What follows belongs to an exercise in optimizing a design on an open flow for small area; a production flow would make more cautious choices.
At most, simulation tests tie the RTL to the original design; equivalence was not proved.
Only the layout flow was run in runs 1 to 4; the RTL was not checked for function there.
The clock cells of runs 2 to 6 come from the design's own scripts or RTL, not from TritonCTS.
The clock input has no modelled driver; a real chip could not lean on it and would need a root buffer or a full tree.
Power and IR drop assume default switching activity.

==> flow/design.v <==
module lfsr (
    input  wire        clk,
    input  wire        rst,
    output reg  [15:0] random
);
    always @(posedge clk) begin
        if (rst)
            random <= 16'hACE1;
        else
            random <= {random[14:0], random[15] ^ random[13] ^ random[12] ^ random[10]};
    end
endmodule
module uart_rx (
    input  wire       clk,
    input  wire       rst,
    input  wire       rx,
    output reg  [7:0] data,
    output wire       data_valid,
    output wire       first_bit_end,   
    output wire [1:0] step
);
    reg       rx_sync1, rx_sync2;
    reg [3:0] ph;
    reg [6:0] cnt;
    wire idle = ~ph[3] & ~ph[2] & (ph[1] | ph[0]);
    wire tick = &cnt;
    wire start_fail = tick & (ph == 4'd7) & rx_sync2;
    wire [10:0] nxt = {ph, cnt} + 11'd1;
    assign data_valid = (ph == 4'd1);
    assign first_bit_end = (ph == 4'd8) & (cnt[6:2] == 5'b11111);
    assign step = cnt[1:0];
    always @(posedge clk) begin
        if (rst) begin
            rx_sync1 <= 1'b1;
            rx_sync2 <= 1'b1;
            ph <= 4'd3;
        end else begin
            rx_sync1 <= rx;
            rx_sync2 <= rx_sync1;
            if (idle)
                ph <= rx_sync2 ? 4'd3 : 4'd7;
            else if (start_fail)
                ph <= 4'd3;
            else
                ph <= nxt[10:7];
        end
    end
    always @(posedge clk) begin
        if (idle)
            cnt <= 7'd76;
        else
            cnt <= nxt[6:0] | {2'b00, tick, tick, 3'b000};
        if (tick && ph[3])
            data <= {rx_sync2, data[7:1]};
    end
endmodule
module top (
    input  wire CLK,
    input  wire RST,
    input  wire RX,
    output wire TX,
    output wire CONTROL_PIN,
    output wire LED1
);
    localparam [1:0] S_IDLE = 2'd0;
    localparam [1:0] S_SEND = 2'd1;
    localparam [1:0] S_WAIT = 2'd2;
    localparam [1:0] S_VERIFY = 2'd3;
    wire [7:0] rx_data;
    wire       rx_valid;
    wire       rx_rot;
    wire [1:0] rx_step;
    uart_rx uart_receiver (
        .clk(CLK),
        .rst(RST),
        .rx(RX),
        .data(rx_data),
        .data_valid(rx_valid),
        .first_bit_end(rx_rot),
        .step(rx_step)
    );
    wire [15:0] challenge;
    lfsr challenge_gen (
        .clk(CLK),
        .rst(RST),
        .random(challenge)
    );
    reg [1:0]  state;
    reg [15:0] timer;
    reg [15:0] snap;
    reg [3:0]  recv_index;
    reg        ok_c0, ok_c1;
    reg        authenticated;
    reg        control_state;
    wire sending = (state == S_SEND);
    wire waiting = (state == S_WAIT);
    wire late = timer[15] & timer[14] & timer[13] & timer[11];
    wire period_done = late & timer[9] & timer[6] & timer[5];
    wire [15:0] timer_inc = timer + 16'd1;
    wire c7  = &timer[6:0];
    wire c11 = &timer[10:0];
    wire [15:0] timer_seq = timer_inc | (c11 ? 16'h0314 : (c7 ? 16'h0018 : 16'h0000));
    wire send_end = timer[14] & timer[12] & timer[6] & timer[5] & timer[4] & timer[3] & timer[2] & timer[0];
    wire [3:0] ch_idx = timer[14:11];
    wire [2:0] bit_idx = timer[9:7];
    wire [3:0] nib = snap[15:12];
    wire [7:0] hexch = (nib < 4'd10) ? {4'h3, nib} : {4'h4, nib - 4'd9};
    reg  [7:0] tx_ch;
    always @(*) begin
        case (ch_idx)
            4'd0: tx_ch = 8'h43;   
            4'd1: tx_ch = 8'h48;   
            4'd2: tx_ch = 8'h41;   
            4'd3: tx_ch = 8'h4C;   
            4'd4: tx_ch = 8'h3A;   
            4'd5, 4'd6, 4'd7, 4'd8: tx_ch = hexch;
            default: tx_ch = 8'h0A;   
        endcase
    end
    assign TX = ~sending | (timer[10] ? tx_ch[bit_idx] : ~timer[7]);
    wire track = ~state[0] & ~(state[1] & ~late);   
    wire send_rot = sending & (timer[10:7] == 4'd6) & (timer[6:2] == 5'b01000) &
                    ((~ch_idx[3] & ch_idx[2] & ch_idx[1]) | (ch_idx[3] & ~ch_idx[1]));
    wire wait_rot = waiting & rx_rot & (recv_index >= 4'd6) & (recv_index <= 4'd9);
    always @(posedge CLK) begin
        if (track)
            snap <= {snap[14:0], challenge[0]};   
        else if (send_rot | wait_rot)
            snap <= {snap[14:0], snap[15]};
    end
    reg [3:0] rx_nib;
    always @(*) begin
        if (rx_data >= 8'h30 && rx_data <= 8'h39)
            rx_nib = rx_data[3:0];
        else if ((rx_data >= 8'h41 && rx_data <= 8'h46) || (rx_data >= 8'h61 && rx_data <= 8'h66))
            rx_nib = rx_data[3:0] + 4'd9;
        else
            rx_nib = 4'd0;
    end
    reg pre_ok;
    always @(*) begin
        case (recv_index)
            4'd0: pre_ok = (rx_data == 8'h52);   
            4'd1: pre_ok = (rx_data == 8'h45);   
            4'd2: pre_ok = (rx_data == 8'h53);   
            4'd3: pre_ok = (rx_data == 8'h50);   
            4'd4: pre_ok = (rx_data == 8'h3A);   
            default: pre_ok = 1'b1;
        endcase
    end
    wire collecting = ~(recv_index[3] & recv_index[1]);   
    wire [1:0] step = rx_step;
    wire       dbit = rx_nib[~step];
    reg  [3:0] key_nib;
    always @(*) begin
        case (recv_index[1:0])
            2'd2: key_nib = 4'hA;   
            2'd3: key_nib = 4'h5;
            2'd0: key_nib = 4'hC;
            default: key_nib = 4'h3;
        endcase
    end
    wire kbit = key_nib[~step];
    wire sbit = snap[15];
    wire same = ~(dbit ^ sbit);
    wire nxt_ok0 = same & (kbit ? (sbit ? ok_c0 : ok_c1) : ok_c0);
    wire nxt_ok1 = ~same & (kbit ? ok_c1 : (sbit ? ok_c1 : ok_c0));
    always @(posedge CLK) begin
        if (sending) begin
            recv_index <= 4'd0;
            ok_c0 <= 1'b1;
            ok_c1 <= 1'b1;
        end else begin
            if (wait_rot) begin
                ok_c0 <= nxt_ok0;
                ok_c1 <= nxt_ok1;
            end
            if (waiting && rx_valid && collecting) begin
                recv_index <= recv_index + 4'd1;
                ok_c0 <= ok_c0 & pre_ok;
                ok_c1 <= ok_c1 & pre_ok;
            end
        end
    end
    always @(posedge CLK) begin
        if (RST) begin
            state <= S_IDLE;
            timer <= 16'd0;
            authenticated <= 1'b0;
            control_state <= 1'b1;
        end else begin
            if (authenticated && rx_valid && !(waiting && collecting)) begin
                if (rx_data == 8'h59 || rx_data == 8'h79)
                    control_state <= 1'b0;
                if (rx_data == 8'h4E || rx_data == 8'h6E)
                    control_state <= 1'b1;
            end
            case (state)
                S_IDLE: begin
                    if (period_done) begin
                        timer <= 16'd893;   
                        state <= S_SEND;
                    end else begin
                        timer <= timer_inc;
                    end
                end
                S_SEND: begin
                    if (send_end) begin
                        timer <= 16'd0;
                        state <= S_WAIT;
                    end else begin
                        timer <= timer_seq;
                    end
                end
                S_WAIT: begin
                    timer <= timer_inc;
                    if (rx_valid && collecting && rx_data == 8'h0A && recv_index == 4'd9)
                        state <= S_VERIFY;
                    if (period_done) begin
                        authenticated <= 1'b0;
                        state <= S_IDLE;
                    end
                end
                default: begin   
                    timer <= timer_inc;
                    authenticated <= ok_c0;
                    state <= S_IDLE;
                end
            endcase
        end
    end
    reg [9:0] auth_lfsr;   
    reg       auth_blink;
    wire auth_zero = ~|auth_lfsr[8:0];
    wire auth_clear = (state == S_VERIFY) & ok_c0;
    always @(posedge CLK) begin
        if (auth_clear) begin
            auth_lfsr <= 10'd0;
            auth_blink <= 1'b0;
        end else begin
            auth_lfsr <= {auth_lfsr[8:0], auth_lfsr[9] ^ auth_lfsr[6] ^ auth_zero};
            auth_blink <= auth_blink ^ (auth_lfsr[9] & auth_zero);
        end
    end
    wire send_led = timer[14:0] >= 15'd16329;
    assign LED1 = authenticated ? auth_blink : (sending ? send_led : timer[13]);
    assign CONTROL_PIN = control_state;
endmodule
==> flow/flow/run.sh <==
#!/bin/bash
# Own layout flow: the standard ORFS flow (standard.sh), with
#  - an area-oriented ABC mapping script in place of ORFS's speed script
#    (flip-flops are mapped before ABC runs, so registers are unchanged),
#  - clock tree synthesis without dummy loads and with fewer, smaller buffers,
#  - port buffers of the smallest buffer cell.
# Each tool's full output is in the ORFS logs under orfs/logs; the make output
# is in standard.log.
set -euo pipefail
W=$(pwd)
rm -rf "$W/scripts_own"
cp -r "$FLOW_HOME/scripts" "$W/scripts_own"
cp "$W/flow/abc_speed.script" "$W/scripts_own/abc_speed.script"
export SCRIPTS_DIR="$W/scripts_own"
export CTS_ARGS="${CTS_ARGS_OWN:--sink_clustering_enable -repair_clock_nets -dont_use_dummy_load -buf_list sky130_fd_sc_hd__clkbuf_8 -root_buf sky130_fd_sc_hd__clkbuf_8 -sink_clustering_size 50 -sink_clustering_max_diameter 300}"
export BUFFER_PORTS_ARGS="-buffer_cell sky130_fd_sc_hd__buf_1"
bash standard.sh > "$W/standard.log" 2>&1
==> flow/flow/abc_speed.script <==
strash
&get -n
&fraig -x
&put
scorr
dc2
strash
&get -n
&dch -f
&nf -R 1000 -p
&put
topo
==> flow/standard.sh <==
#!/bin/bash
# synth_recipe.tcl (not shown) runs the flow's synth.tcl, then flattens the netlist and writes it again
# the make line also repeats each setting of config.mk as NAME=value (left out here)
make -C /OpenROAD-flow-scripts/flow DESIGN_CONFIG=/design/flow/config.mk WORK_HOME=/design/flow/orfs CLKGATE_MAP_FILE= SYNTH_SCRIPT=/design/flow/synth_recipe.tcl "${@:-finish}"
==> flow/config.mk <==
export PLATFORM = sky130hd
export DESIGN_NAME = top
export DESIGN_NICKNAME = top
export VERILOG_FILES = /design/flow/design.v
export SDC_FILE = /design/flow/constraint.sdc
export NUM_CORES = 4
export LEC_CHECK = 0
export CAP_MARGIN = 20
export CORE_MARGIN = 2
export CORE_UTILIZATION = 40
export SLEW_MARGIN = 20
==> flow/constraint.sdc <==
create_clock -name core_clock -period 10.0 [get_ports {CLK}]
set_input_delay 2.0000 -clock core_clock [delete_from_list [all_inputs] [get_ports {CLK}]]
set_output_delay 2.0000 -clock core_clock [all_outputs]
set_load 0.01 [all_outputs]
==> out/qor.yml, run 1 <==
timing:
  worst_slew_pin_slew_ns: 0.8151
  post-route-min-period_ns: 4.962
  rsz0062_at_grt: "no"
  slew-limit-headroom_pct: 45.50
  tns_ns: 0
  skew_ns: 0.02613
  setup_violations: 0
  setup_slack_ns: 5.038
  hold_viol_final: 0
  slew_viol_final: 0
  fmax_mhz: 201.5
  finalCritPeriodShare_pct: 49.62
cts:
  tritoncts: "built"
  cts_hold_buffers: 0
  cts.clk_slew.worst_paths_ns: 0.09
  cts_resized: 0
  clock_path_buffers: 2
  cts.sinks: 90
  htree_levels: 3
  post-cts-setup-buffers: 0
  clock-root-buffer: "clkbuf_8"
  insertion_delay_ns: 0.36
  numCtsBuffers: 9
grt:
  grt_pass1_vias: 2743
  gr-usage-all-layers_pct: 14.97
  grt_max_degree: 27
  grt_pass1_wl_um: 13080
  grt_overflow: 0
  antenna_found_initial: 0
yosys:
  synthTopCellsByArea: "dfxtp_1 (33%), edfxtp_1 (18%), ha_1 (4.4%)"
  synth_cell_type_count: 51
  synth_seq_area_share_pct: 51.53
  yosys_warnings: 3
  synth_top_area_share_pct: 33.34
  ys_ff_latch: 90
  synth-compound-area-share_pct: 13.45
  synth_simple_gate_area_share_pct: 24.16
  synth_top_family_by_area: "simple AND/OR/NAND/NOR gates"
  synth_adder_area_share_pct: 4.421
  synthCells: 406
  synth_area_leader_cell: "dfxtp_1"
  synth-xor-area-share_pct: 4.863
  avgSynthCellArea_um2: 9.760
  synthFlopType: "dfxtp_1"
  synth_area_um2: 3963
  synthMuxAreaShare_pct: 0.5368
  async_flop_share_pct: 0
  syn-num-nets: 423
  synth_edf_count: 24
critical_path:
  path_cells: "o32ai_1 -> nor2b_1 -> nand2_1 -> o31ai_1 -> a2111oi_0 -> a31oi_1 -> o311ai_0 -> o211ai_1 -> buf_1"
  regToRegStartpoint: "uart_receiver.data[0]$_DFFE_PP_"
  cp.arrival_ns: 2.96
  crit_type: "reg2out"
  required_ns: 8.00
  crit-reg2reg-capture: "ok_c0$_SDFFE_PP1P_"
  crit_buf_inv: 1
  startpoint_type: "flip-flop"
  cpPeakStageDelay_ns: 0.61
  critical_path.top_delay_family: "compound AO/OA/AOI/OAI gates"
  r2r_slack_ns: 7.33
  rr_worst_depth: 11
  slowest_stage: "o32ai_1"
  crit_path_end_kind: "output port"
  path_max_fanout: 13
route:
  ant_nets: 0
  wl_met3_um: 222
  routed-wl-met2_um: 3237
  avgRoutedWirePerCell_um: 13.66
  drt_pass1_iterations: 5
  drc_errors: 0
  highest_layer: "met4"
  drt_iter0_drc: 120
  wl_um: 7570
  num_vias: 2937
  wl_met1_um: 3915
  viasPerCell: 5.301
layout:
  final_area_um2: 4279
  fin_util_pct: 44.19
  drive_gt1_share_pct: 2.375
  most-common-layout-cells: "dfxtp_1 (66), nor2_1 (38), nand2_1 (31)"
  antenna_cells: 0
  final_common_cell: "dfxtp_1"
  areaGrowthSynthToFinish_pct: 7.989
  finalNetCount: 440
flow_run:
  maxCapViolCount: 0
placed_design:
  portBuffers: 5
  place_congestion: 0.8194
  place_area_um2: 4155
  dpl_worst_slack_ns: 5.434
  hpwl_um: 5162
die:
  die_w_um: 103.5
  io_pins: 6
  start_util_pct: 40.92
  die_area_um2: 10720
  rows: 36
  design.core.area_um2: 9684
  die_h_um: 103.5
outcome:
  status: "no timing/DRC/antenna violations"
power_and_ir_drop:
  irDropWorstVdd_mv: 0.08419
  power_leakage_nw: 1.413
  power_density_nw_per_um2: 148.2
  power_uw: 634.3
hold_path:
  min_path_cells: 0
  hold_path_class: "reg2reg"
  hp-start: "snap[6]$_DFFE_PP_"
  holdPathEnd: "snap[7]$_DFFE_PP_"
## kinds of logic after synthesis
group,after synthesis
and+or+nand+nor,184
DFF,90
AOI/OAI and AO/OA,83
xor gates and xnor gates,22
adders and majority gates,14
buffers and inverters,11
muxes,2
## worst reg2reg max path: cells and delay by family, from the launching register on
family	cells	cell delay, ns
AOI/OAI and AO/OA	5	0.84
and+or+nand+nor	2	0.60
DFF	1	0.51
adders and majority gates	1	0.18
buffers and inverters	2	0.19
xor gates and xnor gates	1	0.22
## synthesized netlist by cell type, types with 2 or more instances
master	instances
o211ai_1	4
a221oi_1	2
nor2_1	38
o31ai_1	4
a21oi_1	27
nor3_1	14
nor2b_1	19
nand4_1	10
a32oi_1	2
a31oi_1	8
a211oi_1	2
nand2b_1	10
dfxtp_1	66
a2111oi_0	4
edfxtp_1	24
or3_1	2
nand3b_1	3
and2_0	13
nand3_1	17
o21ai_0	14
nand2_1	31
clkinv_1	11
xor2_1	12
nor4_1	3
or2_0	10
ha_1	14
o21bai_1	2
xnor2_1	10
and3_1	8
## power breakdown
group | internal (mW) | switching [mW] | leakage, nW
Clock | 0.0808 | 0.112 | 0.0647
Sequential | 0.400 | 0.0137 | 0.766
Combinational | 0.0142 | 0.0139 | 0.582
## through the flow
| stage | cells | hold WS [ns] |
|---|---|---|
| 2_1_floorplan | 406 | 0.3909 |
| 3_3_place_gp | 545 | 0.3963 |
| 3_5_place_dp | 545 | 0.3996 |
| 4_1_cts | 554 | 0.4220 |
| 5_1_grt | 554 | 0.4136 |
| 6_report | 554 | 0.4140 |
## how the worst max path moves through the flow
| stage | to | depth (start not counted) | start | slack, ns |
|---|---|---|---|---|
| 6_report | TX | 9 | timer[14]$_SDFF_PP0_ | 5.04 |
| 5_1_grt | TX | 9 | timer[12]$_SDFF_PP0_ | 4.75 |
| 4_1_cts | TX | 9 | timer[12]$_SDFF_PP0_ | 5.07 |
| 3_5_place_dp | TX | 9 | timer[14]$_SDFF_PP0_ | 5.43 |
| 3_3_place_gp | TX | 9 | timer[14]$_SDFF_PP0_ | 5.62 |
| 2_1_floorplan | TX | 8 | timer[14]$_SDFF_PP0_ | 5.91 |
## area by class of cell
class / count / area [µm²]
Clock buffer: 9 / 123.9
Fill cell: 973 / 5405
Inverter: 11 / 41.29
Multi-Input combinational cell: 305 / 1879
Sequential cell: 90 / 2042
Tap cell: 133 / 166.4
Timing Repair Buffer: 6 / 26.28
## state kept, by name, summed over array words and instances (netlist names), 2 cells and up
name and count:
snap 16, challenge_gen.random 16, recv_index 4, uart_receiver.data 8, uart_receiver.ph 4, uart_receiver.cnt 7
timer 16, auth_lfsr 10, state 2
## routing by layer
| layer | track usage (%) | vias up |
|---|---|---|
| met2 | 21.62 | 46 |
| li1 | - | 1509 |
| met5 | 0 | - |
| met4 | 8.012 | 0 |
| met3 | 2.643 | 18 |
| met1 | 21.35 | 1364 |
==> run 2: changes to the inputs <==
==> flow/flow/run.sh (replaced) <==
#!/bin/bash
# Own layout flow: the standard ORFS flow (standard.sh), with
#  - an area-oriented ABC mapping script in place of ORFS's speed script
#    (flip-flops are mapped before ABC runs, so registers are unchanged),
#  - a small clock tree of our own (clock_tree.tcl) in place of TritonCTS,
#  - port buffers of the smallest buffer cell.
# The ORFS logs of every step are under orfs/logs; the make output is in
# standard.log.
set -euo pipefail
W=$(pwd)
F="$W/flow"
rm -rf "$W/scripts_own"
cp -r "$FLOW_HOME/scripts" "$W/scripts_own"
cp "$F/abc_speed.script" "$W/scripts_own/abc_speed.script"
python3 - "$W/scripts_own/cts.tcl" "$F/clock_tree.tcl" <<'PY'
import sys
p, tree = sys.argv[1], sys.argv[2]
s = open(p).read()
old = "log_cmd clock_tree_synthesis {*}$cts_args"
assert old in s
s = s.replace(old, "source " + tree)
open(p, "w").write(s)
PY
export SCRIPTS_DIR="$W/scripts_own"
export OWN_CLK_BUFS="${OWN_CLK_BUFS:-3}"
export OWN_CLK_BUF="${OWN_CLK_BUF:-sky130_fd_sc_hd__buf_12}"
export BUFFER_PORTS_ARGS="-buffer_cell sky130_fd_sc_hd__buf_1"
bash standard.sh > "$W/standard.log" 2>&1
==> flow/flow/clock_tree.tcl (new file) <==
# Own clock tree, in place of TritonCTS: the CLK port drives OWN_CLK_BUFS
# buffers of type OWN_CLK_BUF, each driving one cluster of the clock sinks
# (k-means on the placed sink positions; each buffer at its cluster's centre).
set nbuf $::env(OWN_CLK_BUFS)
set bufcell $::env(OWN_CLK_BUF)
set block [ord::get_db_block]
set clknet [$block findNet CLK]
set master [[ord::get_db] findMaster $bufcell]
set pts {}
foreach it [$clknet getITerms] {
  set bb [[$it getInst] getBBox]
  lappend pts [list [expr {([$bb xMin] + [$bb xMax]) / 2.0}] [expr {([$bb yMin] + [$bb yMax]) / 2.0}] $it]
}
set pts [lsort -real -index 0 $pts]
set n [llength $pts]
# initial clusters: equal slices by x
set assign {}
for {set i 0} {$i < $n} {incr i} { lappend assign [expr {$i * $nbuf / $n}] }
for {set iter 0} {$iter < 30} {incr iter} {
  set cx {}; set cy {}; set cn {}
  for {set b 0} {$b < $nbuf} {incr b} { lappend cx 0.0; lappend cy 0.0; lappend cn 0 }
  for {set i 0} {$i < $n} {incr i} {
    set b [lindex $assign $i]
    lset cx $b [expr {[lindex $cx $b] + [lindex $pts $i 0]}]
    lset cy $b [expr {[lindex $cy $b] + [lindex $pts $i 1]}]
    lset cn $b [expr {[lindex $cn $b] + 1}]
  }
  for {set b 0} {$b < $nbuf} {incr b} {
    set c [expr {max(1, [lindex $cn $b])}]
    lset cx $b [expr {[lindex $cx $b] / $c}]
    lset cy $b [expr {[lindex $cy $b] / $c}]
  }
  # reassign, keeping clusters at most ceil(n / nbuf) + 2 sinks
  set cap [expr {($n + $nbuf - 1) / $nbuf + 2}]
  set cnt {}
  for {set b 0} {$b < $nbuf} {incr b} { lappend cnt 0 }
  set order {}
  for {set i 0} {$i < $n} {incr i} {
    set best 1e30
    for {set b 0} {$b < $nbuf} {incr b} {
      set d [expr {abs([lindex $pts $i 0] - [lindex $cx $b]) + abs([lindex $pts $i 1] - [lindex $cy $b])}]
      if {$d < $best} { set best $d }
    }
    lappend order [list $best $i]
  }
  set newassign $assign
  foreach o [lsort -real -decreasing -index 0 $order] {
    set i [lindex $o 1]
    set best 1e30
    set bb 0
    for {set b 0} {$b < $nbuf} {incr b} {
      if {[lindex $cnt $b] >= $cap} { continue }
      set d [expr {abs([lindex $pts $i 0] - [lindex $cx $b]) + abs([lindex $pts $i 1] - [lindex $cy $b])}]
      if {$d < $best} { set best $d; set bb $b }
    }
    lset newassign $i $bb
    lset cnt $bb [expr {[lindex $cnt $bb] + 1}]
  }
  set assign $newassign
}
puts "own clock tree: $n sinks, $nbuf x $bufcell, cluster sizes $cnt"
for {set b 0} {$b < $nbuf} {incr b} {
  set net [odb::dbNet_create $block "clknet_own_$b"]
  $net setSigType CLOCK
  set inst [odb::dbInst_create $block $master "clkbuf_own_$b"]
  for {set i 0} {$i < $n} {incr i} {
    if {[lindex $assign $i] != $b} { continue }
    set it [lindex $pts $i 2]
    $it disconnect
    $it connect $net
  }
  [$inst findITerm A] connect $clknet
  [$inst findITerm X] connect $net
  set w [[$inst getBBox] getDX]
  $inst setLocation [expr {int([lindex $cx $b]) - $w / 2}] [expr {int([lindex $cy $b])}]
  $inst setPlacementStatus PLACED
}
global_connect
==> run 2 against run 1 <==
Against the previous run:
- clock skew down 0.010 ns
- area after synthesis unchanged
- sequential power about the same
- worst hold slack better by 0.012 ns
- setup slack better by 0.20 ns
- total power down 8.6%
- sequential share of layout area up 0.72 points
- global-route usage down 1.4 points
- die area unchanged
- flip-flop and latch count unchanged
- highest routed layer unchanged
==> out/qor.yml, run 2 <==
outcome:
  status: "no timing/DRC/antenna violations"
layout:
  fin_util_pct: 43.53  # -0.66 points
  nFillCells: 973  # unchanged
  drive_gt1_share_pct: 0.9639  # -1.4 points
  top_regs: "challenge_gen.random (16), snap (16), timer (16)"
  areaGrowthSynthToFinish_pct: 6.378
  final_common_cell: "dfxtp_1"
  most-common-layout-cells: "dfxtp_1 (66), nor2_1 (38), nand2_1 (31)"
  antenna_cells: 0  # unchanged
  finalNetCount: 434  # -1.4%
  finalNonFillerCells: 548  # -1.1%
power_and_ir_drop:
  power_density_nw_per_um2: 137.6  # -7.2%
  p_int_uw: 463.1  # -6.4%
  power_leakage_nw: 1.377  # -2.6%
  pwr-share-seq_pct: 71.3  # +6.1 points
  irDropWorstVdd_mv: 0.1404  # +67%
  p_switching_uw: 116.8  # -16%
  swShare_pct: 20.14  # -1.8 points
  clock_power_share_pct: 23.9  # -6.5 points
  combPwrFrac_pct: 4.8  # +0.4 points
cts:
  cts_resized: 0  # unchanged
  cts.clk_slew.worst_paths_ns: 0.12  # +0.03 ns
  cts_hold_buffers: 0  # unchanged
  insertion_delay_ns: 0.15  # -0.21 ns
  post-cts-setup-buffers: 0  # unchanged
timing:
  slew_viol_final: 0  # unchanged
  hold_viol_final: 0  # unchanged
  tns_ns: 0  # unchanged
  worst_slew_pin_slew_ns: 0.7935  # -0.02160 ns
  whs_ns: 0.4256  # +0.01167 ns
  post-route-min-period_ns: 4.760  # -0.2020 ns
  rsz0062_at_grt: "no"
  finalCritPeriodShare_pct: 47.60  # -2.0 points
  slew-limit-headroom_pct: 46.94  # +1.4 points
  setup_violations: 0  # unchanged
  skew_ns: 0.01571  # -0.01041 ns
  fmax_mhz: 210.1  # +4.2%
die:
  die_h_um: 103.5  # unchanged
  design.core.area_um2: 9684  # unchanged
  die_w_um: 103.5  # unchanged
  rows: 36  # unchanged
  io_pins: 6  # unchanged
  start_util_pct: 40.92  # unchanged
  die_area_um2: 10720  # unchanged
placed_design:
  hpwl_um: 5162  # unchanged
  place_congestion: 0.8194  # unchanged
  portBuffers: 5  # unchanged
  place_inst: 545  # unchanged
critical_path:
  crit_path_end_kind: "output port"
  cp.arrival_ns: 2.76  # -0.20 ns
  startpoint_type: "flip-flop"
  required_ns: 8.00  # about the same
  crit_type: "reg2out"
  path_max_fanout: 13  # unchanged
  crit_path_start: "timer[14]$_SDFF_PP0_"
  regToRegStartpoint: "uart_receiver.data[0]$_DFFE_PP_"
hold_path:
  hold_path_class: "reg2reg"
  hp-start: "uart_receiver.rx_sync1$_SDFF_PP1_"
route:
  wl_met1_um: 3920  # +0.13%
  wl_met3_um: 158  # -29%
  ant_nets: 0  # unchanged
  drt_iter0_drc: 133  # +11%
  routed-wl-met2_um: 3180  # -1.8%
  num_vias: 2857  # -2.7%
  drt_pass1_iterations: 4  # -1
  highest_layer: "met4"
  viasPerCell: 5.214  # -1.7%
  avgRoutedWirePerCell_um: 13.44  # -1.6%
  wl_um: 7366  # -2.7%
  drc_errors: 0  # unchanged
yosys:
  ys_ff_latch: 90  # unchanged
  yosysMostFrequentCell: "dfxtp_1"
  synth_seq_area_share_pct: 51.53  # unchanged
  yosys-top-cells-count: "dfxtp_1 (66), nor2_1 (38), nand2_1 (31)"
  yosys_warnings: 3  # unchanged
  synth_top_area_share_pct: 33.34  # unchanged
  synthFlopType: "dfxtp_1"
  synth_area_um2: 3963  # unchanged
  syn-num-nets: 423  # unchanged
  synthCells: 406  # unchanged
  avgSynthCellArea_um2: 9.760  # unchanged
  synth_area_leader_cell: "dfxtp_1"
  async_flop_share_pct: 0  # unchanged
  synth_edf_count: 24  # unchanged
  synth_cell_type_count: 51  # unchanged
  synthTopCellsByArea: "dfxtp_1 (33%), edfxtp_1 (18%), ha_1 (4.4%)"
grt:
  antenna_found_initial: 0  # unchanged
  gr-usage-all-layers_pct: 13.60  # -1.4 points
  grt_overflow: 0  # unchanged
  grt_max_degree: 33  # +22%
  grt_pass1_wl_um: 12790  # -2.3%
  grt_pass1_vias: 2658  # -3.1%
flow_run:
  maxCapViolCount: 0  # unchanged
-- run 2: changes by cell type in the layout (fill, tap and decap cells not counted) --
cell / change
buf_12: +3
clkbuf_8: -9
-- run 2: power by group through the flow --
stage | clock network [mW] | logic, mW | registers, mW
6_report | 0.138 | 0.0280 | 0.414
4_1_cts | 0.103 | 0.0287 | 0.423
3_3_place_gp | 0 | 0.0276 | 0.422
5_1_grt | 0.154 | 0.0326 | 0.417
2_1_floorplan | 0 | 0.0222 | 0.417
3_5_place_dp | 0 | 0.0285 | 0.422
-- run 2: routing by layer --
layer / vias to the layer above / global-route usage (%)
met4: 0 / 2.027
met2: 29 / 21.10
met3: 9 / 0.8181
met5: - / 0
li1: 1497 / -
met1: 1322 / 21.35
-- run 2: cell type report --
class / count / area, µm² / area share [%]
Buffer: 3 / 60.06 / 1.425
Inverter: 11 / 41.29 / 0.9795
Multi-Input combinational cell: 305 / 1879 / 44.58
Sequential cell: 90 / 2042 / 48.44
Tap cell: 133 / 166.4 / 3.948
Timing Repair Buffer: 6 / 26.28 / 0.6233
-- run 2: cells by family after synthesis --
kind of cell | Yosys count | synth area share [%]
buf+inv | 11 | 1.042
flops | 90 | 51.53
compound gates | 83 | 13.45
simple gates | 184 | 24.16
mux | 2 | 0.5368
xor+xnor | 22 | 4.863
fa+ha+maj | 14 | 4.421
-- run 2: path summary, 6_finish.rpt --
check                                      end  cells past startpoint  slack (ns)
max reg2reg                 ok_c0$_SDFFE_PP1P_                     11        7.35
min          uart_receiver.rx_sync2$_SDFF_PP1_                      1        0.43
min reg2reg  uart_receiver.rx_sync2$_SDFF_PP1_                      1        0.43
max                                         TX                      9        5.24
-- run 2: through the flow --
stage	setup WS, ns	total power [mW]	area, µm²
after floorplan	5.907	0.4397	3963
after global placement	5.622	0.4495	4155
after detailed placement	5.434	0.4503	4155
after CTS	5.458	0.5546	4215
after global routing	4.935	0.6037	4215
final	5.240	0.5799	4215
-- run 2: worst max-delay path, stage by stage (launching register included) --
cell	delay [ns]
dfxtp_1	0.46
o32ai_1	0.61
nor2b_1	0.18
nand2_1	0.11
o31ai_1	0.07
a2111oi_0	0.40
a31oi_1	0.07
o311ai_0	0.37
o211ai_1	0.17
buf_1	0.17
==> run 3: changes to the inputs <==
--- a/flow/config.mk
+++ b/flow/config.mk
@@ -8,4 +8,5 @@
 export CAP_MARGIN = 20
 export CORE_MARGIN = 2
-export CORE_UTILIZATION = 40
+export CORE_UTILIZATION = 70
+export PLACE_DENSITY = 0.8
 export SLEW_MARGIN = 20
==> run 3 against run 2 <==
Against the previous run:
- maximum frequency increased by 1.0%
- worst hold slack got worse by 0.0039 ns
- register-to-register slack got worse by 0.09 ns
- setup slack improved by 0.047 ns
- final cell count decreased by 11%
- critical path type unchanged
==> out/qor.yml, run 3 <==
die:
  rows: 27  # -25%
  die_h_um: 79.24  # -23%
  design.core.area_um2: 5473  # -43%
  io_pins: 6  # unchanged
  die_w_um: 79.24  # -23%
  start_util_pct: 72.41  # +31 points
  die_area_um2: 6279  # -41%
grt:
  gr-usage-all-layers_pct: 24.02  # +10 points
  use_met3_pct: 2.500  # +1.7 points
  met2_usage_pct: 39.49  # +18 points
  met1_usage_pct: 34.13  # +13 points
  grt_overflow: 0  # unchanged
  grt_pass1_vias: 2752  # +3.5%
  antenna_found_initial: 0  # unchanged
  grt-busiest-layer: "met2"
  grt_pass1_wl_um: 12460  # -2.5%
  grt_max_degree: 33  # unchanged
layout:
  final_common_cell: "dfxtp_1"
  fin_util_pct: 75.63  # +32 points
  antenna_cells: 0  # unchanged
  most-common-layout-cells: "dfxtp_1 (66), nor2_1 (38), nand2_1 (31)"
  areaGrowthSynthToFinish_pct: 4.452
  finalNetCount: 434  # unchanged
  top_regs: "challenge_gen.random (16), snap (16), timer (16)"
  drive_gt1_share_pct: 0.9639  # unchanged
timing:
  setup_violations: 0  # unchanged
  post-route-min-period_ns: 4.713  # -0.04693 ns
  worst_slew_pin_slew_ns: 0.8400  # +0.04654 ns
  tns_ns: 0  # unchanged
  slew_viol_final: 0  # unchanged
  hold_viol_final: 0  # unchanged
  skew_ns: 0.008123  # -0.007591 ns
  slew-limit-headroom_pct: 43.83  # -3.1 points
  finalCritPeriodShare_pct: 47.13  # -0.47 points
  fmax_mhz: 212.2  # +1.0%
  rsz0062_at_grt: "no"
yosys:
  synth_edf_count: 24  # unchanged
  synth_area_leader_cell: "dfxtp_1"
  synth_top_area_share_pct: 33.34  # unchanged
  synthTopCellsByArea: "dfxtp_1 (33%), edfxtp_1 (18%), ha_1 (4.4%)"
  synthCells: 406  # unchanged
  yosysMostFrequentCell: "dfxtp_1"
  syn-num-nets: 423  # unchanged
  ys_ff_latch: 90  # unchanged
  yosys_warnings: 3  # unchanged
  synth_cell_type_count: 51  # unchanged
  avgSynthCellArea_um2: 9.760  # unchanged
  synthFlopType: "dfxtp_1"
  synth_seq_area_share_pct: 51.53  # unchanged
  async_flop_share_pct: 0  # unchanged
  yosys-top-cells-count: "dfxtp_1 (66), nor2_1 (38), nand2_1 (31)"
  synth_area_um2: 3963  # unchanged
route:
  viasPerCell: 6.051  # +16%
  avgRoutedWirePerCell_um: 15.04  # +12%
  num_vias: 2947  # +3.2%
  drt_pass1_iterations: 4  # unchanged
  wl_um: 7323  # -0.58%
  ant_nets: 0  # unchanged
  drc_errors: 0  # unchanged
  drt_iter0_drc: 156  # +17%
cts:
  post-cts-setup-buffers: 0  # unchanged
  cts_hold_buffers: 0  # unchanged
  cts.clk_slew.worst_paths_ns: 0.10  # -0.02 ns
  cts_resized: 0  # unchanged
  insertion_delay_ns: 0.14  # about the same
power_and_ir_drop:
  p_switching_uw: 112.6  # -3.6%
  irDropWorstVdd_mv: 0.2502  # +78%
  power_leakage_nw: 1.377  # unchanged
  combPwrFrac_pct: 5.0  # +0.2 points
  power_uw: 575.7  # -0.72%
  clock_power_share_pct: 23.0  # -0.9 points
  swShare_pct: 19.55  # -0.58 points
  power_density_nw_per_um2: 139.1  # +1.1%
  pwr-share-seq_pct: 72.0  # +0.7 points
  p_int_uw: 463.1  # about the same
critical_path:
  crit_path_end_kind: "output port"
  path_max_fanout: 13  # unchanged
  cp.arrival_ns: 2.71  # -0.05 ns
  crit_type: "reg2out"
  required_ns: 8.00  # about the same
  startpoint_type: "flip-flop"
placed_design:
  portBuffers: 5  # unchanged
  place_congestion: 0.9212  # +12%
  hpwl_um: 5234  # +1.4%
outcome:
  status: "no timing/DRC/antenna violations"
flow_run:
  maxCapViolCount: 0  # unchanged
hold_path:
  hold_path_class: "reg2reg"
## run 3: cell counts in the layout (fill, tap and decap cells not counted)
No cell type changed its count.
## run 3: final timing paths
check        slack [ns]                               from                                end  cells after the start
min reg2reg        0.42  uart_receiver.rx_sync1$_SDFF_PP1_  uart_receiver.rx_sync2$_SDFF_PP1_                      1
min                0.42  uart_receiver.rx_sync1$_SDFF_PP1_  uart_receiver.rx_sync2$_SDFF_PP1_                      1
max reg2reg        7.26    uart_receiver.data[1]$_DFFE_PP_                 ok_c0$_SDFFE_PP1P_                     11
max                5.29               timer[14]$_SDFF_PP0_                                 TX                      9
## run 3: metal layers
layer	up-vias	wire length (µm)
met1	1392	3493
li1	1494	-
met5	-	0
met2	47	3436
met3	14	252
met4	0	140
## run 3: cell families after synthesis
logic type      after synthesis  share of synthesized area (%)
compound gates               83                          13.45
simple gates                184                          24.16
mux                           2                         0.5368
flops                        90                          51.53
xor+xnor                     22                          4.863
buf+inv                      11                          1.042
fa+ha+maj                    14                          4.421
## run 3: cell type report
| cell class | instances | area (µm²) |
|---|---|---|
| buffer | 3 | 60.06 |
| fill | 409 | 1334 |
| inverter | 11 | 41.29 |
| multi-input combinational | 305 | 1879 |
| sequential | 90 | 2042 |
| tap | 72 | 90.09 |
| timing repair buffer | 6 | 26.28 |
## run 3: worst max-delay path: stages (launching register included)
cell       delay [ns]
dfxtp_1          0.46
o32ai_1          0.61
nor2b_1          0.17
nand2_1          0.10
o31ai_1          0.06
a2111oi_0        0.45
a31oi_1          0.08
o311ai_0         0.33
o211ai_1         0.13
buf_1            0.17
## run 3: power by group through the flow
stage | registers (mW) | logic [mW] | clock network (mW)
after global routing | 0.418 | 0.0327 | 0.149
after floorplan | 0.417 | 0.0222 | 0
after detailed placement | 0.422 | 0.0287 | 0
final | 0.415 | 0.0287 | 0.132
after global placement | 0.421 | 0.0273 | 0
after CTS | 0.423 | 0.0291 | 0.103
## run 3: through the flow
step / hold slack (ns) / worst slack [ns] / cells / instance area [µm²]
floorplan: 0.3909 / 5.907 / 406 / 3963
detailed placement: 0.3979 / 5.504 / 484 / 4079
global route: 0.4354 / 5.016 / 487 / 4139
global placement: 0.3949 / 5.634 / 484 / 4079
finish: 0.4218 / 5.287 / 487 / 4139
CTS: 0.3979 / 5.492 / 487 / 4139
==> run 4: changes to the inputs <==
--- a/flow/flow/run.sh
+++ b/flow/flow/run.sh
@@ -23,6 +23,6 @@
 PY
 export SCRIPTS_DIR="$W/scripts_own"
-export OWN_CLK_BUFS="${OWN_CLK_BUFS:-3}"
-export OWN_CLK_BUF="${OWN_CLK_BUF:-sky130_fd_sc_hd__buf_12}"
+export OWN_CLK_BUFS="${OWN_CLK_BUFS:-4}"
+export OWN_CLK_BUF="${OWN_CLK_BUF:-sky130_fd_sc_hd__buf_8}"
 export BUFFER_PORTS_ARGS="-buffer_cell sky130_fd_sc_hd__buf_1"
 bash standard.sh > "$W/standard.log" 2>&1
==> run 4 against run 3 <==
Against the previous run:
- setup slack got worse by 0.0085 ns
- first-iteration DRC count fell by 24%
- clock skew rose by 0.014 ns
- critical endpoint unchanged
==> out/qor.yml, run 4 <==
outcome:
  status: "no timing/DRC/antenna violations"
critical_path:
  path_cells: "o32ai_1 -> nor2b_1 -> nand2_1 -> o31ai_1 -> a2111oi_0 -> a31oi_1 -> o311ai_0 -> o211ai_1 -> buf_1"
  crit-reg2reg-capture: "ok_c0$_SDFFE_PP1P_"
  path_max_fanout: 13  # unchanged
  crit_type: "reg2out"
  regToRegStartpoint: "uart_receiver.data[1]$_DFFE_PP_"
  startpoint_type: "flip-flop"
  crit_path_end_kind: "output port"
  critical_path.top_delay_family: "compound AO/OA/AOI/OAI gates"
  crit_buf_inv: 1  # unchanged
  rr_worst_depth: 11  # unchanged
  required_ns: 8.00  # about the same
  r2r_slack_ns: 7.25  # about the same
  slowest_stage: "o32ai_1"
  cpPeakStageDelay_ns: 0.61  # about the same
  cp.arrival_ns: 2.72  # about the same
grt:
  gr-usage-all-layers_pct: 24.14  # +0.12 points
  grt_max_degree: 28  # -15%
  antenna_found_initial: 0  # unchanged
  grt_pass1_wl_um: 12520  # +0.44%
  grt_pass1_vias: 2728  # -0.87%
  grt_overflow: 0  # unchanged
layout:
  drive_gt1_share_pct: 1.202  # +0.24 points
  final_common_cell: "dfxtp_1"
  finalNetCount: 435  # +0.23%
  areaGrowthSynthToFinish_pct: 4.452  # unchanged
  antenna_cells: 0  # unchanged
  top_regs: "challenge_gen.random (16), snap (16), timer (16)"
  most-common-layout-cells: "dfxtp_1 (66), nor2_1 (38), nand2_1 (31)"
  final_area_um2: 4139  # unchanged
timing:
  hold_viol_final: 0  # unchanged
  slew_viol_final: 0  # unchanged
  skew_ns: 0.02186  # +0.01373 ns
  slew-limit-headroom_pct: 44.90  # +1.1 points
  post-route-min-period_ns: 4.722  # +0.008490 ns
  setup_violations: 0  # unchanged
  tns_ns: 0  # unchanged
  rsz0062_at_grt: "no"
  worst_slew_pin_slew_ns: 0.8240  # -0.01602 ns
  fmax_mhz: 211.8  # -0.18%
  finalCritPeriodShare_pct: 47.22  # +0.085 points
placed_design:
  hpwl_um: 5234  # unchanged
  portBuffers: 5  # unchanged
  place_congestion: 0.9212  # unchanged
  place_area_um2: 4079  # unchanged
yosys:
  synth_seq_area_share_pct: 51.53  # unchanged
  yosys_warnings: 3  # unchanged
  synth_top_area_share_pct: 33.34  # unchanged
  yosys-top-cells-count: "dfxtp_1 (66), nor2_1 (38), nand2_1 (31)"
  synth_area_um2: 3963  # unchanged
  ys_ff_latch: 90  # unchanged
  synthTopCellsByArea: "dfxtp_1 (33%), edfxtp_1 (18%), ha_1 (4.4%)"
  async_flop_share_pct: 0  # unchanged
  synth_area_leader_cell: "dfxtp_1"
  synth_cell_type_count: 51  # unchanged
  yosysMostFrequentCell: "dfxtp_1"
  synthCells: 406  # unchanged
  synth_edf_count: 24  # unchanged
  avgSynthCellArea_um2: 9.760  # unchanged
  synthFlopType: "dfxtp_1"
  syn-num-nets: 423  # unchanged
cts:
  cts_resized: 0  # unchanged
  post-cts-setup-buffers: 0  # unchanged
  insertion_delay_ns: 0.15  # about the same
  cts.clk_slew.worst_paths_ns: 0.12  # +0.02 ns
  cts_hold_buffers: 0  # unchanged
hold_path:
  holdPathEnd: "snap[11]$_DFFE_PP_"
  hp-start: "snap[10]$_DFFE_PP_"
  hold_path_class: "reg2reg"
  min_path_cells: 0  # -1
die:
  io_pins: 6  # unchanged
  rows: 27  # unchanged
  die_area_um2: 6279  # unchanged
  die_h_um: 79.24  # unchanged
  die_w_um: 79.24  # unchanged
  design.core.area_um2: 5473  # unchanged
  start_util_pct: 72.41  # unchanged
route:
  viasPerCell: 6.061  # +0.17%
  drt_pass1_iterations: 4  # unchanged
  ant_nets: 0  # unchanged
  drc_errors: 0  # unchanged
  drt_iter0_drc: 119  # -24%
  num_vias: 2958  # +0.37%
  avgRoutedWirePerCell_um: 15.22  # +1.2%
  wl_um: 7425  # +1.4%
power_and_ir_drop:
  power_leakage_nw: 1.378  # +0.11%
  power_density_nw_per_um2: 138.5  # -0.43%
  irDropWorstVdd_mv: 0.1666  # -33%
flow_run:
  maxCapViolCount: 0  # unchanged
run 4: cell counts after synthesis:
No cell type changed its count.
run 4: through the flow:
stage          hold slack [ns]  total power [mW]  worst slack, ns  util (%)  instances
6_report                0.4086            0.5732            5.278     75.63        488
5_1_grt                 0.4094            0.5947            5.001     75.63        488
4_1_cts                 0.3979            0.5521            5.492     75.63        488
3_5_place_dp            0.3979            0.4510            5.504     74.53        484
3_3_place_gp            0.3949            0.4487            5.634     74.53        484
2_1_floorplan           0.3909            0.4397            5.907         -        406
run 4: worst reg2reg max path, delay by kind of cell, from the launching register on:
family                   cells  cell delay, ns
buffers and inverters        2            0.20
AO/OA/AOI/OAI                5            0.87
flip-flops                   1            0.54
XOR/XNOR                     1            0.25
AND/OR/NAND/NOR              2            0.61
adder cells (fa/ha/maj)      1            0.17
run 4: layer usage:
| layer | part of all wire (%) | routed length (µm) | up-vias | global-route usage (%) |
|---|---|---|---|---|
| li1 | - | - | 1496 | - |
| met1 | 48 | 3566 | 1407 | 34.20 |
| met2 | 47 | 3522 | 41 | 40.25 |
| met3 | 2.8 | 206 | 14 | 1.932 |
| met4 | 1.7 | 129 | 0 | 6.379 |
| met5 | 0 | 0 | - | 0 |
run 4: cell families (layout without fill, tap and decap cells):
logic type | count (synthesis) | after routing | share of synthesized area, %
AOI/OAI and AO/OA | 83 | 83 | 13.45
xor gates and xnor gates | 22 | 22 | 4.863
adders and majority gates | 14 | 14 | 4.421
buffers and inverters | 11 | 21 | 1.042
DFF | 90 | 90 | 51.53
muxes | 2 | 2 | 0.5368
and+or+nand+nor | 184 | 184 | 24.16
run 4: worst max-delay path by stage:
stage | end | start | cells past startpoint
after detailed placement | TX | timer[14]$_SDFF_PP0_ | 9
after CTS | TX | timer[14]$_SDFF_PP0_ | 9
after global routing | TX | timer[14]$_SDFF_PP0_ | 9
final | TX | timer[14]$_SDFF_PP0_ | 9
after global placement | TX | timer[14]$_SDFF_PP0_ | 9
after floorplan | TX | timer[14]$_SDFF_PP0_ | 8
run 4: final cells by class:
cell class	instances	area, µm²
plain buffers	4	60.06
inverters	11	41.29
well taps	72	90.09
fillers	406	1334
flip-flops and latches	90	2042
repair buffers	6	26.28
multi-input cells	305	1879
run 4: where the power goes:
part | internal, mW | switching [mW]
sequential | 0.400 | 0.0148
combinational | 0.0142 | 0.0148
clock | 0.0460 | 0.0835
==> run 5: changes to the inputs <==
--- a/flow/design.v
+++ b/flow/design.v
@@ -119,5 +119,5 @@
     end
     assign TX = ~sending | (timer[10] ? tx_ch[bit_idx] : ~timer[7]);
-    wire track = ~state[0] & ~(state[1] & ~late);   
+    wire track = ~sending & ~(waiting & ~late);   
     wire send_rot = sending & (timer[10:7] == 4'd6) & (timer[6:2] == 5'b01000) &
                     ((~ch_idx[3] & ch_idx[2] & ch_idx[1]) | (ch_idx[3] & ~ch_idx[1]));
@@ -129,24 +129,21 @@
             snap <= {snap[14:0], snap[15]};
     end
-    reg [3:0] rx_nib;
+    wire is_dec = (rx_data[7:4] == 4'h3) & (~rx_data[3] | ~(rx_data[2] | rx_data[1]));
+    wire is_let = (rx_data[7:6] == 2'b01) & ~rx_data[4] & (rx_data[3:0] != 4'h0) &
+                  ~rx_data[3] & ~(rx_data[2] & rx_data[1] & rx_data[0]);
+    wire [3:0] let_val = {1'b1, rx_data[2] ^ (rx_data[1] & rx_data[0]), rx_data[1] ^ rx_data[0], ~rx_data[0]};
+    wire [3:0] rx_nib = is_dec ? rx_data[3:0] : (is_let ? let_val : 4'h0);
+    reg [7:0] pre_ch;
     always @(*) begin
-        if (rx_data >= 8'h30 && rx_data <= 8'h39)
-            rx_nib = rx_data[3:0];
-        else if ((rx_data >= 8'h41 && rx_data <= 8'h46) || (rx_data >= 8'h61 && rx_data <= 8'h66))
-            rx_nib = rx_data[3:0] + 4'd9;
-        else
-            rx_nib = 4'd0;
-    end
-    reg pre_ok;
-    always @(*) begin
-        case (recv_index)
-            4'd0: pre_ok = (rx_data == 8'h52);   
-            4'd1: pre_ok = (rx_data == 8'h45);   
-            4'd2: pre_ok = (rx_data == 8'h53);   
-            4'd3: pre_ok = (rx_data == 8'h50);   
-            4'd4: pre_ok = (rx_data == 8'h3A);   
-            default: pre_ok = 1'b1;
+        case (recv_index[2:0])
+            3'd0: pre_ch = 8'h52;   
+            3'd1: pre_ch = 8'h45;   
+            3'd2: pre_ch = 8'h53;   
+            3'd3: pre_ch = 8'h50;   
+            default: pre_ch = 8'h3A;   
         endcase
     end
+    wire prefix = ~recv_index[3] & ~(recv_index[2] & (recv_index[1] | recv_index[0]));   
+    wire pre_ok = ~prefix | (rx_data == pre_ch);
     wire collecting = ~(recv_index[3] & recv_index[1]);   
     wire [1:0] step = rx_step;
--- a/flow/flow/run.sh
+++ b/flow/flow/run.sh
@@ -23,6 +23,6 @@
 PY
 export SCRIPTS_DIR="$W/scripts_own"
-export OWN_CLK_BUFS="${OWN_CLK_BUFS:-4}"
-export OWN_CLK_BUF="${OWN_CLK_BUF:-sky130_fd_sc_hd__buf_8}"
+export OWN_CLK_BUFS="${OWN_CLK_BUFS:-3}"
+export OWN_CLK_BUF="${OWN_CLK_BUF:-sky130_fd_sc_hd__buf_12}"
 export BUFFER_PORTS_ARGS="-buffer_cell sky130_fd_sc_hd__buf_1"
 bash standard.sh > "$W/standard.log" 2>&1
==> flow/flow/abc_speed.script (replaced) <==
strash
&get -n
&fraig -x
&put
scorr
dc2
strash
&get -n
&dch -f
&nf -R 1000 -p -F 8 -A 4
&put
topo
==> run 5 against run 4 <==
Against the previous run:
- sequential share of layout area increased by 0.67 points
- critical path type unchanged
- die area decreased by 1.3%
- worst hold slack improved by 0.017 ns
- critical path depth increased by 1
- via count decreased by 0.17%
- clock skew decreased by 0.015 ns
- first-iteration DRC count increased by 52%
- largest cell class unchanged
==> out/qor.yml, run 5 <==
outcome:
  status: "no timing/DRC/antenna violations"
yosys:
  syn-num-nets: 417  # -1.4%
  async_flop_share_pct: 0  # unchanged
  synthFlopType: "dfxtp_1"
  synth_cell_type_count: 45  # -12%
  synth_seq_area_share_pct: 52.26  # +0.73 points
  yosysMostFrequentCell: "dfxtp_1"
  synth_area_leader_cell: "dfxtp_1"
  yosys_warnings: 3  # unchanged
  avgSynthCellArea_um2: 9.769  # about the same
  synth_top_area_share_pct: 33.81  # +0.47 points
  synthTopCellsByArea: "dfxtp_1 (34%), edfxtp_1 (18%), ha_1 (4.5%)"
  ys_ff_latch: 90  # unchanged
  yosys-top-cells-count: "dfxtp_1 (66), nor2_1 (34), a21oi_1 (32), nand2_1 (32), edfxtp_1 (24)"
  synthCells: 400  # -1.5%
  synth_area_um2: 3907  # -1.4%
  synth_edf_count: 24  # unchanged
layout:
  top_regs: "challenge_gen.random (16), snap (16), timer (16)"
  most-common-layout-cells: "dfxtp_1 (66), nor2_1 (34), a21oi_1 (32), nand2_1 (32), edfxtp_1 (24)"
  drive_gt1_share_pct: 0.9780  # -0.22 points
  final_common_cell: "dfxtp_1"
  nFillCells: 390  # -3.9%
  finalNetCount: 428  # -1.6%
  areaGrowthSynthToFinish_pct: 4.515  # about the same
  antenna_cells: 0  # unchanged
critical_path:
  path_max_fanout: 14  # +1
  regToRegStartpoint: "uart_receiver.data[0]$_DFFE_PP_"
  rr_worst_depth: 10  # -1
  crit_type: "reg2out"
  cp.arrival_ns: 2.34  # -0.38 ns
  crit_path_end_kind: "output port"
  required_ns: 8.00  # about the same
  crit_path_start: "timer[14]$_SDFF_PP0_"
  crit-reg2reg-capture: "ok_c1$_SDFFE_PP1P_"
  r2r_slack_ns: 7.57  # +0.32 ns
  startpoint_type: "flip-flop"
route:
  num_vias: 2953  # -0.17%
  wl_um: 7111  # -4.2%
  avgRoutedWirePerCell_um: 14.78  # -2.8%
  viasPerCell: 6.139  # +1.3%
  drc_errors: 0  # unchanged
  drt_iter0_drc: 181  # +52%
  drt_pass1_iterations: 13  # +9
  ant_nets: 0  # unchanged
cts:
  cts_hold_buffers: 0  # unchanged
  cts.clk_slew.worst_paths_ns: 0.11  # about the same
  post-cts-setup-buffers: 0  # unchanged
  insertion_delay_ns: 0.14  # about the same
  cts_resized: 0  # unchanged
timing:
  fmax_mhz: 230.6  # +8.9%
  finalCritPeriodShare_pct: 43.36  # -3.9 points
  worst_slew_pin_slew_ns: 0.6673  # -0.1567 ns
  rsz0062_at_grt: "no"
  hold_viol_final: 0  # unchanged
  slew_viol_final: 0  # unchanged
  setup_violations: 0  # unchanged
  slew-limit-headroom_pct: 55.41  # +11 points
  whs_ns: 0.4253  # +0.01666 ns
  skew_ns: 0.006871  # -0.01499 ns
  tns_ns: 0  # unchanged
  post-route-min-period_ns: 4.336  # -0.3853 ns
grt:
  grt_pass1_vias: 2586  # -5.2%
  grt_overflow: 0  # unchanged
  antenna_found_initial: 0  # unchanged
  gr-usage-all-layers_pct: 23.10  # -1.0 points
  grt_pass1_wl_um: 11960  # -4.4%
  grt_max_degree: 33  # +18%
die:
  rows: 27  # unchanged
  die_w_um: 78.72  # -0.66%
  die_h_um: 78.72  # -0.66%
  design.core.area_um2: 5439  # -0.62%
  io_pins: 6  # unchanged
  start_util_pct: 71.84  # -0.56 points
  die_area_um2: 6196  # -1.3%
hold_path:
  holdPathEnd: "uart_receiver.rx_sync2$_SDFF_PP1_"
  hp-start: "uart_receiver.rx_sync1$_SDFF_PP1_"
  hold_path_class: "reg2reg"
  min_path_cells: 1  # +1
power_and_ir_drop:
  power_density_nw_per_um2: 137.9  # -0.43%
  power_leakage_nw: 1.370  # -0.59%
  irDropWorstVdd_mv: 0.1770  # +6.3%
flow_run:
  maxCapViolCount: 0  # unchanged
placed_design:
  portBuffers: 5  # unchanged
  hpwl_um: 5028  # -3.9%
  place_congestion: 0.9141  # -0.77%
[run 5: worst max-delay path, cell delays in order (launching register included)]
cell and delay [ns]:
dfxtp_1 0.58, nor2b_1 0.12, o32ai_1 0.22, nor2_1 0.15, a22o_1 0.27, a21oi_1 0.15
o31ai_1 0.10, nand2_1 0.09, o211ai_1 0.08, a311o_1 0.33, buf_1 0.13
[run 5: final cells by class]
type | instances | area [µm²] | area share, %
flip-flops and latches | 90 | 2042 | 50.00
multi-input cells | 298 | 1821 | 44.58
well taps | 72 | 90.09 | 2.206
plain buffers | 3 | 60.06 | 1.471
inverters | 12 | 45.04 | 1.103
repair buffers | 6 | 26.28 | 0.6434
[run 5: how the worst max path moves through the flow]
| stage | end | slack (ns) | cells after the start |
|---|---|---|---|
| after global routing | TX | 5.49 | 10 |
| final | TX | 5.66 | 10 |
| after CTS | TX | 5.89 | 10 |
| after global placement | TX | 5.99 | 10 |
| after floorplan | TX | 6.19 | 9 |
| after detailed placement | TX | 5.90 | 10 |
[run 5: metal layers]
metal | wire length (µm) | global-route usage [%] | up-vias
met1 | 3467 | 36.08 | 1380
met2 | 3223 | 37.09 | 93
met4 | 112 | 2.807 | 0
met3 | 307 | 1.023 | 15
li1 | - | - | 1465
met5 | 0 | 0 | -
[run 5: through the flow]
| stage | setup WS [ns] | instances | power, mW | util, % | cell area (µm²) |
|---|---|---|---|---|---|
| after global placement | 5.994 | 478 | 0.4335 | 73.98 | 4024 |
| after CTS | 5.891 | 481 | 0.5392 | 75.09 | 4084 |
| final | 5.664 | 481 | 0.5631 | 75.09 | 4084 |
| after detailed placement | 5.901 | 478 | 0.4354 | 73.98 | 4024 |
| after floorplan | 6.189 | 400 | 0.4259 | - | 3908 |
| after global routing | 5.494 | 481 | 0.5809 | 75.09 | 4084 |
[run 5: kinds of logic (layout without fill, tap and decap cells)]
family / Yosys count / count (layout) / share of synthesized area, %
XOR/XNOR: 24 / 24 / 5.379
adder cells (fa/ha/maj): 14 / 14 / 4.483
flip-flops: 90 / 90 / 52.26
AND/OR/NAND/NOR: 177 / 177 / 23.63
buffers and inverters: 12 / 21 / 1.153
multiplexers: 2 / 2 / 0.5443
AO/OA/AOI/OAI: 81 / 81 / 12.55
[run 5: power by group]
| group | total (mW) | internal (mW) | switching, mW |
|---|---|---|---|
| combinational | 0.0217 | 0.0105 | 0.0112 |
| sequential | 0.405 | 0.394 | 0.0110 |
| clock | 0.136 | 0.0491 | 0.0871 |
==> run 6: changes to the inputs <==
--- a/flow/design.v
+++ b/flow/design.v
@@ -1,13 +1,10 @@
 module lfsr (
     input  wire        clk,
-    input  wire        rst,
+    input  wire        init,
+    input  wire        init_bit,
     output reg  [15:0] random
 );
-    always @(posedge clk) begin
-        if (rst)
-            random <= 16'hACE1;
-        else
-            random <= {random[14:0], random[15] ^ random[13] ^ random[12] ^ random[10]};
-    end
+    always @(posedge clk)
+        random <= {random[14:0], init ? init_bit : (random[15] ^ random[13] ^ random[12] ^ random[10])};
 endmodule
 module uart_rx (
@@ -81,11 +78,14 @@
     );
     wire [15:0] challenge;
+    reg [1:0]  state;
+    reg [15:0] timer;
+    wire lfsr_init = (state == S_IDLE) & ~|timer[15:4];
+    wire [15:0] lfsr_seq = 16'b1010_1010_0010_0111;   
     lfsr challenge_gen (
         .clk(CLK),
-        .rst(RST),
+        .init(lfsr_init),
+        .init_bit(lfsr_seq[timer[3:0]]),
         .random(challenge)
     );
-    reg [1:0]  state;
-    reg [15:0] timer;
     reg [15:0] snap;
     reg [3:0]  recv_index;
==> run 6 against run 5 <==
Against the previous run:
- still clean on timing, DRC and antenna
- global-route usage is 0.80 points higher
- total power fell by 1.0%
- clock power decreased by 4%
- setup slack lost 0.55 ns
- worst hold slack worse by 0.087 ns
- first-iteration DRC count fell by 22%
- final cell count is 1.5% lower
- die area fell by 0.58%
- clock skew grew 0.0018 ns
- synthesized cell count is 1.5% lower
- core utilization shrank 0.58 points
- sequential power about the same
- critical endpoint unchanged
- highest routed layer unchanged
==> out/qor.yml, run 6 <==
critical_path:
  cp.arrival_ns: 2.89  # +0.55 ns
  crit_path_end_kind: "output port"
  crit_type: "reg2out"
  regToRegStartpoint: "state[0]$_SDFFE_PP0P_"
  r2r_slack_ns: 7.17  # -0.40 ns
  crit-reg2reg-capture: "snap[0]$_DFFE_PP_"
  required_ns: 8.00  # about the same
  crit_path_start: "timer[12]$_SDFF_PP0_"
  startpoint_type: "flip-flop"
  path_max_fanout: 13  # -1
  rr_worst_depth: 5  # -5
grt:
  gr-usage-all-layers_pct: 23.90  # +0.80 points
  grt_overflow: 0  # unchanged
  antenna_found_initial: 0  # unchanged
  grt_pass1_wl_um: 12280  # +2.7%
  grt_max_degree: 33  # unchanged
  grt_pass1_vias: 2689  # +4.0%
die:
  start_util_pct: 71.41  # -0.44 points
  die_w_um: 78.49  # -0.29%
  die_area_um2: 6160  # -0.58%
  die_h_um: 78.49  # -0.29%
  io_pins: 6  # unchanged
  design.core.area_um2: 5439  # unchanged
  rows: 27  # unchanged
timing:
  worst_slew_pin_slew_ns: 0.9377  # +0.2704 ns
  skew_ns: 0.008671  # +0.001800 ns
  rsz0062_at_grt: "no"
  slew-limit-headroom_pct: 37.36  # -18 points
  fmax_mhz: 204.7  # -11%
  finalCritPeriodShare_pct: 48.86  # +5.5 points
  post-route-min-period_ns: 4.886  # +0.5499 ns
  setup_violations: 0  # unchanged
  slew_viol_final: 0  # unchanged
  tns_ns: 0  # unchanged
  hold_viol_final: 0  # unchanged
layout:
  areaGrowthSynthToFinish_pct: 4.349
  most-common-layout-cells: "dfxtp_1 (66), nor2_1 (34), a21oi_1 (29), nand2_1 (29), o21ai_0 (26)"
  nFillCells: 383  # -1.8%
  final_common_cell: "dfxtp_1"
  antenna_cells: 0  # unchanged
  drive_gt1_share_pct: 0.7463  # -0.23 points
  top_regs: "challenge_gen.random (16), snap (16), timer (16)"
  finalNetCount: 422  # -1.4%
cts:
  cts_resized: 0  # unchanged
  cts.clk_slew.worst_paths_ns: 0.11  # about the same
  cts_hold_buffers: 0  # unchanged
  insertion_delay_ns: 0.14  # about the same
  post-cts-setup-buffers: 0  # unchanged
yosys:
  yosys-top-cells-count: "dfxtp_1 (66), nor2_1 (34), a21oi_1 (29), nand2_1 (29), o21ai_0 (26)"
  synthTopCellsByArea: "dfxtp_1 (34%), edfxtp_1 (19%), ha_1 (4.8%)"
  yosysMostFrequentCell: "dfxtp_1"
  async_flop_share_pct: 0  # unchanged
  synth_top_area_share_pct: 34.02  # +0.21 points
  avgSynthCellArea_um2: 9.857  # +0.91%
  ys_ff_latch: 90  # unchanged
  synth_cell_type_count: 43  # -4.4%
  synth_edf_count: 24  # unchanged
  yosys_warnings: 3  # unchanged
  synth_area_leader_cell: "dfxtp_1"
  synth_area_um2: 3884  # -0.61%
  synthFlopType: "dfxtp_1"
  synth_seq_area_share_pct: 52.58  # +0.32 points
  synthCells: 394  # -1.5%
  syn-num-nets: 412  # -1.2%
route:
  wl_um: 7233  # +1.7%
  num_vias: 2954  # +0.034%
  avgRoutedWirePerCell_um: 15.26  # +3.2%
  drt_pass1_iterations: 4  # -9
  ant_nets: 0  # unchanged
  viasPerCell: 6.232  # +1.5%
  drt_iter0_drc: 141  # -22%
  drc_errors: 0  # unchanged
power_and_ir_drop:
  p_int_uw: 452.1  # -0.39%
  combPwrFrac_pct: 3.7  # -0.2 points
  power_uw: 557.3  # -1.0%
  irDropWorstVdd_mv: 0.1686  # -4.7%
  p_switching_uw: 105.3  # -3.7%
  swShare_pct: 18.89  # -0.53 points
  power_density_nw_per_um2: 137.5  # -0.27%
  pwr-share-seq_pct: 72.8  # +0.8 points
  clock_power_share_pct: 23.5  # -0.7 points
  power_leakage_nw: 1.333  # -2.7%
hold_path:
  hp-start: "challenge_gen.random[7]$_DFF_P_"
  holdPathEnd: "challenge_gen.random[8]$_DFF_P_"
  min_path_cells: 0  # -1
  hold_path_class: "reg2reg"
flow_run:
  maxCapViolCount: 0  # unchanged
placed_design:
  hpwl_um: 5301  # +5.4%
  portBuffers: 5  # unchanged
  place_congestion: 0.9045  # -1.1%
outcome:
  status: "no timing/DRC/antenna violations"
[run 6: per-layer routing]
| layer | share of wire [%] | GRT usage [%] | wire length, µm |
|---|---|---|---|
| met3 | 3.8 | 1.264 | 278 |
| met1 | 45 | 33.99 | 3286 |
| met4 | 0.73 | 2.982 | 53 |
| met2 | 50 | 41.90 | 3614 |
| met5 | 0 | 0 | 0 |
[run 6: power groups by stage]
stage | combinational, mW | clock [mW] | sequential [mW]
after detailed placement | 0.0205 | 0 | 0.414
after global placement | 0.0196 | 0 | 0.413
after CTS | 0.0208 | 0.103 | 0.414
final | 0.0205 | 0.131 | 0.406
after global routing | 0.0240 | 0.150 | 0.408
after floorplan | 0.0162 | 0 | 0.410
[run 6: stage by stage]
step           hold WS [ns]  util (%)  worst slack (ns)  cells  area [µm²]
6_report             0.3386     74.51             5.114    474        4053
5_1_grt              0.3469     74.51             4.810    474        4053
4_1_cts              0.3121     74.51             5.325    474        4053
3_5_place_dp         0.3121     73.41             5.347    471        3993
3_3_place_gp         0.3102     73.41             5.465    471        3993
2_1_floorplan        0.3096         -             5.778    394        3884
[run 6: how the worst max path moves through the flow]
| stage | to | slack, ns |
|---|---|---|
| final | TX | 5.11 |
| after detailed placement | TX | 5.35 |
| after CTS | TX | 5.33 |
| after global placement | TX | 5.47 |
| after floorplan | TX | 5.78 |
| after global routing | TX | 4.81 |
[run 6: area by class of cell]
cell class	count	area, µm²	area share (%)
buffer	3	60.06	1.482
tap	72	90.09	2.223
timing repair buffer	5	18.77	0.4631
sequential	90	2042	50.39
inverter	17	63.81	1.575
multi-input combinational	287	1778	43.87
[run 6: kinds of logic after synthesis]
group	Yosys count	synth area share [%]
and+or+nand+nor	153	20.36
AOI/OAI and AO/OA	93	14.63
DFF	90	52.58
xor gates and xnor gates	23	5.187
buffers and inverters	17	1.643
adders and majority gates	15	4.832
muxes	3	0.7732
[run 6: worst max-delay path: stages, from the launching register on]
cell	delay, ns
dfxtp_1	0.43
or2_0	0.33
o21ai_0	0.45
nor2b_1	0.16
nand2_1	0.10
o31ai_1	0.06
a2111oi_0	0.45
a31oi_1	0.11
o311ai_0	0.34
o211ai_1	0.14
buf_1	0.17

## afterwards: timing with drivers on the ports
The flow's constraints put no driver on any port. The routed layouts listed below were extracted and timed again, unchanged, in two steps. Step 1 sets driving cells, clkbuf_16 on the clock port and buf_2 on the other inputs (assumed; they add their load-dependent delay and slew). Step 2, shift: input delay + t, output delay - t, t = (earliest + latest rising clock arrival at the registers) / 2. This alone moves slack from input paths to output paths. Three values: ideal ports, drivers, drivers and shift; two values: the first two.
| run | shift t [ns] | slack for setup (ns) | latest minus earliest clock arrival (ns) | slew at the worst register clock pin (ns) |
|---|---|---|---|---|
| run 1 | 0.381 | 5.038 / 5.005 / 5.385 | 0.027 / 0.027 | 0.09 / 0.09 |
| run 2 | 0.215 | 5.240 / 5.169 / 5.384 | 0.016 / 0.016 | 0.12 / 0.12 |
| run 3 | 0.198 | 5.287 / 5.226 / 5.424 | 0.010 / 0.010 | 0.11 / 0.11 |
| run 4 | 0.202 | 5.278 / 5.211 / 5.413 | 0.022 / 0.022 | 0.12 / 0.12 |
| run 5 | 0.204 | 5.664 / 5.599 / 5.803 | 0.007 / 0.007 | 0.11 / 0.11 |
| run 6 | 0.200 | 5.114 / 5.050 / 5.250 | 0.010 / 0.010 | 0.11 / 0.11 |
After both steps every run listed still meets setup and hold.
